This design comes from an exercise in tuning for small area on the open sky130 flow, not from production work.
Function was checked by simulation only, so behaviour that the tests miss may differ from the original.
Power figures rest on the tool's default switching activity, not on a simulated workload.

// dino_game
module dino_game
	(
		input        clk,
		input        resetn,
		input        go,
		input        jump,
		output [7:0] x,
		output [6:0] y,
		output [2:0] colour,
		output       plot
	);
	localparam S_START = 3'b000,
	           S_WAIT  = 3'b001,    
	           S_JUMP  = 3'b010,    
	           S_CHG   = 3'b011,    
	           S_DS    = 3'b100,    
	           S_DC    = 3'b101,    
	           S_DRAW  = 3'b110,
	           S_ERASE = 3'b111;
	reg [2:0]  state;
	reg        is_jump;
	reg [4:0]  L;         
	reg [11:0] U;         
	reg [6:0]  yb;        
	reg        dir;       
	wire drawing = (state == S_DS) | (state == S_DC) | (state == S_DRAW);
	wire finish  = (state == S_DRAW) & U[11] & U[10] & U[5] & U[4] & U[2] & U[0];
	always @(posedge clk) begin
		if (!resetn)
			state <= S_START;
		else case (state)
			S_START: state <= go ? S_START : S_WAIT;
			S_WAIT:  state <= go ? S_DS : S_WAIT;
			S_DS:    state <= S_DRAW;
			S_DC:    state <= S_DRAW;
  ...
clock: 10.0 ns
lec_check: 0
abc_area: 1
cap_margin: 20
core_margin: 2
core_utilization: 40
cts_buf_list: sky130_fd_sc_hd__clkbuf_4
cts_cluster_diameter: 500
cts_cluster_size: 30
slew_margin: 20
standard.sh (not shown) runs the stock make flow with config.mk's settings and CLKGATE_MAP_FILE= SYNTH_SCRIPT=/design/flow/synth_recipe.tcl, a recipe that flattens the netlist after the stock synthesis.
==> flow/flow/run.sh <==
#!/bin/bash
# Own layout flow: the standard synthesis, then the combinational logic
# between the (unchanged) registers is re-mapped by ABC for area, then the
# standard ORFS layout, with small port buffers.
set -euo pipefail
W=$PWD
F=$W/flow
R=$W/orfs/results/$FLOW_PLATFORM/dino_game/base
LIB=$FLOW_HOME/platforms/$FLOW_PLATFORM/lib/sky130_fd_sc_hd__tt_025C_1v80.lib
YOSYS=${YOSYS_EXE:-$FLOW_HOME/../tools/install/yosys/bin/yosys}

# 1. standard synthesis
bash standard.sh synth > $W/log_synth.log 2>&1

# 2. re-map the combinational logic; registers keep their cells and names
cp $R/1_2_yosys.v $W/std_1_2_yosys.v
sed -e "s#@LIB@#$LIB#g" -e "s#@IN@#$W/std_1_2_yosys.v#g" -e "s#@OUT@#$W/reopt.v#g" \
    -e "s#@ABC@#$F/area.abc#g" $F/reopt.ys > $W/reopt.ys
$YOSYS -c $W/reopt.ys > $W/log_reopt.log 2>&1 || $YOSYS -s $W/reopt.ys > $W/log_reopt.log 2>&1
cp $W/reopt.v $R/1_2_yosys.v
rm -f $R/1_synth.odb $R/1_synth.sdc

# 3. layout
export BUFFER_PORTS_ARGS="-buffer_cell sky130_fd_sc_hd__buf_1"
bash standard.sh > $W/log_layout.log 2>&1
==> flow/flow/area.abc <==
strash
&get -n
&deepsyn -T 20
&put
dch -f
amap
topo
==> flow/flow/reopt.ys <==
read_liberty -ignore_miss_func @LIB@
read_verilog @IN@
hierarchy -top dino_game
setattr -mod -set keep_hierarchy 1 sky130_fd_sc_hd__dfxtp_1 sky130_fd_sc_hd__dfxtp_2 sky130_fd_sc_hd__dfxtp_4 sky130_fd_sc_hd__edfxtp_1
flatten
opt_clean -purge
abc -liberty @LIB@ -dont_use sky130_fd_sc_hd__probe_p_8 -dont_use sky130_fd_sc_hd__probec_p_8 -dont_use sky130_fd_sc_hd__lpflow_* -script @ABC@
opt_clean -purge
hilomap -singleton -hicell sky130_fd_sc_hd__conb_1 HI -locell sky130_fd_sc_hd__conb_1 LO
splitnets
opt_clean -purge
stat -liberty @LIB@
select dino_game
write_verilog -selected -noattr -nohex -nodec @OUT@
Change:
- CTS_BUF_LIST: sky130_fd_sc_hd__clkbuf_4 -> sky130_fd_sc_hd__clkbuf_8
After rerunning:
- The new run completed without violations
- flip-flop and latch count stays the same
- wire length increases by 1.9%
- sequential power stays flat
Change:
--- a/flow/flow/run.sh
+++ b/flow/flow/run.sh
@@ -24,0 +25 @@
+export CTS_ARGS="-sink_clustering_enable -repair_clock_nets -sink_clustering_size 30 -sink_clustering_max_diameter 500 -buf_list sky130_fd_sc_hd__clkbuf_4 -dont_use_dummy_load"
- CTS_BUF_LIST: sky130_fd_sc_hd__clkbuf_8 -> not set
- CTS_CLUSTER_DIAMETER: 500 -> not set
- CTS_CLUSTER_SIZE: 30 -> not set
=> The changed run passed the timing, design-rule and antenna checks; via count grows slightly; count of clock-buffer cells in the layout shrinks by 1; total power grows slightly; worst hold slack gets worse by 0.0038 ns; utilization shrinks by 2.3 points; worst setup slack gets worse by 0.23 ns.

== 08-24 ==
The RTL this note starts from:
==> flow/design.v <==
module dino_game
	(
		input        clk,
		input        resetn,
		input        go,
		input        jump,
		output [7:0] x,
		output [6:0] y,
		output [2:0] colour,
		output       plot
	);
	localparam S_START = 3'b000,
	           S_WAIT  = 3'b001,    
	           S_JUMP  = 3'b010,    
	           S_CHG   = 3'b011,    
	           S_DS    = 3'b100,    
	           S_DC    = 3'b101,    
	           S_DRAW  = 3'b110,
	           S_ERASE = 3'b111;
	reg [2:0]  state;
	reg        is_jump;
	reg [4:0]  L;         
	reg [11:0] U;         
	reg [6:0]  yo;        
	reg        dir;       
	wire drawing = (state == S_DS) | (state == S_DC) | (state == S_DRAW);
	wire finish  = (state == S_DRAW) & U[11] & U[10] & U[5] & U[4] & U[2] & U[0];
	always @(posedge clk) begin
		if (!resetn)
			state <= S_START;
		else case (state)
			S_START: state <= go ? S_START : S_WAIT;
			S_WAIT:  state <= go ? S_DS : S_WAIT;
			S_DS:    state <= S_DRAW;
			S_DC:    state <= S_DRAW;
			S_DRAW:  state <= finish ? S_JUMP : S_DRAW;
			S_JUMP:  state <= is_jump ? S_ERASE : S_JUMP;
			S_ERASE: state <= (&L) ? S_CHG : S_ERASE;
			default: state <= S_DC;
		endcase
	end
	always @(posedge clk) begin
		if (!resetn)
			is_jump <= 1'b0;
		else if (!jump)
			is_jump <= 1'b1;
	end
	always @(posedge clk) begin
		if (!resetn)
			L <= 5'd0;
		else if (state[2])
			L <= L + 1'b1;
	end
	always @(posedge clk) begin
		if (!drawing || finish)
			U <= 12'd0;
		else if (&L)
			U <= U + 1'b1;
	end
	always @(posedge clk) begin
		if (!resetn) begin
			yo  <= 7'd100;
			dir <= 1'b0;
		end else begin
			if (state == S_DC)
				yo <= dir ? yo + 1'b1 : yo - 1'b1;
			if (yo[6] & yo[5] & yo[3] & yo[1])         
				dir <= 1'b0;
			else if (!yo[6] & !yo[1] & !yo[0])         
				dir <= 1'b1;
		end
	end
	reg signed [3:0] dx, dy;
	always @(*) begin
		case (L)
			5'd1:  begin dx =  0; dy =  0; end
			5'd2:  begin dx = -1; dy =  0; end
			5'd3:  begin dx = -2; dy =  0; end
			5'd4:  begin dx =  1; dy =  0; end
			5'd5:  begin dx =  2; dy =  0; end
			5'd6:  begin dx =  0; dy =  1; end
			5'd7:  begin dx =  0; dy =  2; end
			5'd8:  begin dx =  0; dy = -1; end
			5'd9:  begin dx =  0; dy = -2; end
			5'd10: begin dx = -1; dy =  3; end
			5'd11: begin dx =  1; dy =  3; end
			5'd12: begin dx =  2; dy =  4; end
			5'd13: begin dx = -2; dy =  4; end
			5'd14: begin dx =  3; dy =  5; end
			5'd15: begin dx = -3; dy =  5; end
			5'd0:  begin dx =  1; dy = -3; end
			default: begin
				dx = {2'b00, L[3:2]} - 4'sd2;
				dy = {2'b00, L[1:0]} - 4'sd6;
			end
		endcase
	end
	wire blank = (state == S_DS);    
	wire [7:0] px = 8'd15 + {{4{dx[3]}}, dx};
	wire [6:0] py = yo + {{3{dy[3]}}, dy};
	assign x = blank ? 8'd0 : px;
	assign y = blank ? 7'd0 : py;
	assign colour = {3{(state == S_DRAW) | ((state == S_ERASE) & (L == 5'd1))}};
	assign plot = state[2];
endmodule
==> flow/config.mk <==
export PLATFORM = sky130hd
export DESIGN_NAME = dino_game
export DESIGN_NICKNAME = dino_game
export VERILOG_FILES = /design/flow/design.v
export SDC_FILE = /design/flow/constraint.sdc
export NUM_CORES = 4
export LEC_CHECK = 0
export ABC_AREA = 1
export CAP_MARGIN = 20
export CORE_MARGIN = 2
export CORE_UTILIZATION = 40
export CTS_BUF_LIST = sky130_fd_sc_hd__clkbuf_4
export SLEW_MARGIN = 20
==> flow/constraint.sdc <==
create_clock -name core_clock -period 10.0 [get_ports {clk}]
set_input_delay 2.0000 -clock core_clock [delete_from_list [all_inputs] [get_ports {clk}]]
set_output_delay 2.0000 -clock core_clock [all_outputs]
set_load 0.01 [all_outputs]
==> flow/flow/run.sh <==
#!/bin/bash
# Own layout flow: the standard synthesis, then the combinational logic
# between the (unchanged) registers is re-mapped by ABC for area, then the
# standard ORFS layout, with small port buffers.
set -euo pipefail
W=$PWD
F=$W/flow
R=$W/orfs/results/$FLOW_PLATFORM/dino_game/base
LIB=$FLOW_HOME/platforms/$FLOW_PLATFORM/lib/sky130_fd_sc_hd__tt_025C_1v80.lib
YOSYS=${YOSYS_EXE:-$FLOW_HOME/../tools/install/yosys/bin/yosys}

# 1. standard synthesis
bash standard.sh synth > $W/log_synth.log 2>&1

# 2. re-map the combinational logic; registers keep their cells and names
cp $R/1_2_yosys.v $W/std_1_2_yosys.v
sed -e "s#@LIB@#$LIB#g" -e "s#@IN@#$W/std_1_2_yosys.v#g" -e "s#@OUT@#$W/reopt.v#g" \
    -e "s#@ABC@#$F/area.abc#g" $F/reopt.ys > $W/reopt.ys
$YOSYS -c $W/reopt.ys > $W/log_reopt.log 2>&1 || $YOSYS -s $W/reopt.ys > $W/log_reopt.log 2>&1
cp $W/reopt.v $R/1_2_yosys.v
rm -f $R/1_synth.odb $R/1_synth.sdc

# 3. layout
export BUFFER_PORTS_ARGS="-buffer_cell sky130_fd_sc_hd__buf_1"
bash standard.sh > $W/log_layout.log 2>&1
Scripts as last shown in full above: flow/flow/area.abc, flow/flow/reopt.ys
Per the final summary, 08-24 finished and its layout is clean on timing, DRC and antenna.
## Diff of input files: 04-05 against 08-24
- CTS_BUF_LIST: sky130_fd_sc_hd__clkbuf_4 -> unset
==> flow/run.sh (new file) <==
#!/bin/bash
# synth_recipe.tcl (not shown) runs the flow's synth.tcl, then flattens the netlist and writes it again
# the make line also repeats each setting of config.mk as NAME=value (left out here)
make -C /OpenROAD-flow-scripts/flow DESIGN_CONFIG=/design/flow/config.mk WORK_HOME=/design/flow/orfs CLKGATE_MAP_FILE= SYNTH_SCRIPT=/design/flow/synth_recipe.tcl finish
removed: flow/flow/run.sh
removed: flow/flow/area.abc
removed: flow/flow/reopt.ys
removed: flow/standard.sh
Findings:
- When the final numbers for 04-05 and 08-24 were put side by side, the power share of the clock group turned out to be greater in 08-24.
- Looking at power share of the combinational group across 04-05 and 08-24, the one that comes out higher is 04-05.
- Final core utilization in 04-05 vs 08-24: down 1.3 points
- Of the two values seen for cell with the biggest individual delay on the critical path, sky130_fd_sc_hd__clkdlybuf4s50_1 was produced by 04-05 and sky130_fd_sc_hd__dfxtp_1 by 08-24.
- Changes observed in 04-05 relative to 08-24: pin count of the biggest net entering global routing went up 1; final period demand of the worst path saw an increase; post-layout instance count excluding filler cells grew by about 50%; final non-filler cell area shows an increase of 57%.

[static timing again, ports no longer ideal]
The results above use ideal ports. As a check the final layouts listed here were re-extracted and re-timed, cells and wires unchanged.
Step 1 sets driving cells, clkbuf_16 on the clock port and buf_2 on the other inputs (assumed; they add their load-dependent delay and slew).
Step 2 moves the port delays by t, midway between the first and last clock arrival at a register: inputs arrive t later, outputs are due t later. That takes back most of the time a late clock gives input paths.
Three values: no drivers, after step 1, after step 2; two values: the first two.
run	t (ns)	setup WS [ns]	worst hold slack (ns)	worst data-port slew with drivers (ns)
the first run of note 1	0.338	4.513 / 4.491 / 4.829	0.461 / 0.461 / 0.461	0.03
the second run of note 1	0.302	4.486 / 4.460 / 4.762	0.458 / 0.458 / 0.458	0.03
the third run of note 1	0.335	4.258 / 4.235 / 4.570	0.454 / 0.454 / 0.454	0.03
08-24	0.349	4.692 / 4.671 / 5.020	0.453 / 0.453 / 0.453	0.03
04-05	0.299	4.296 / 4.268 / 4.567	0.460 / 0.460 / 0.460	0.03
After both steps every run listed still meets setup and hold.
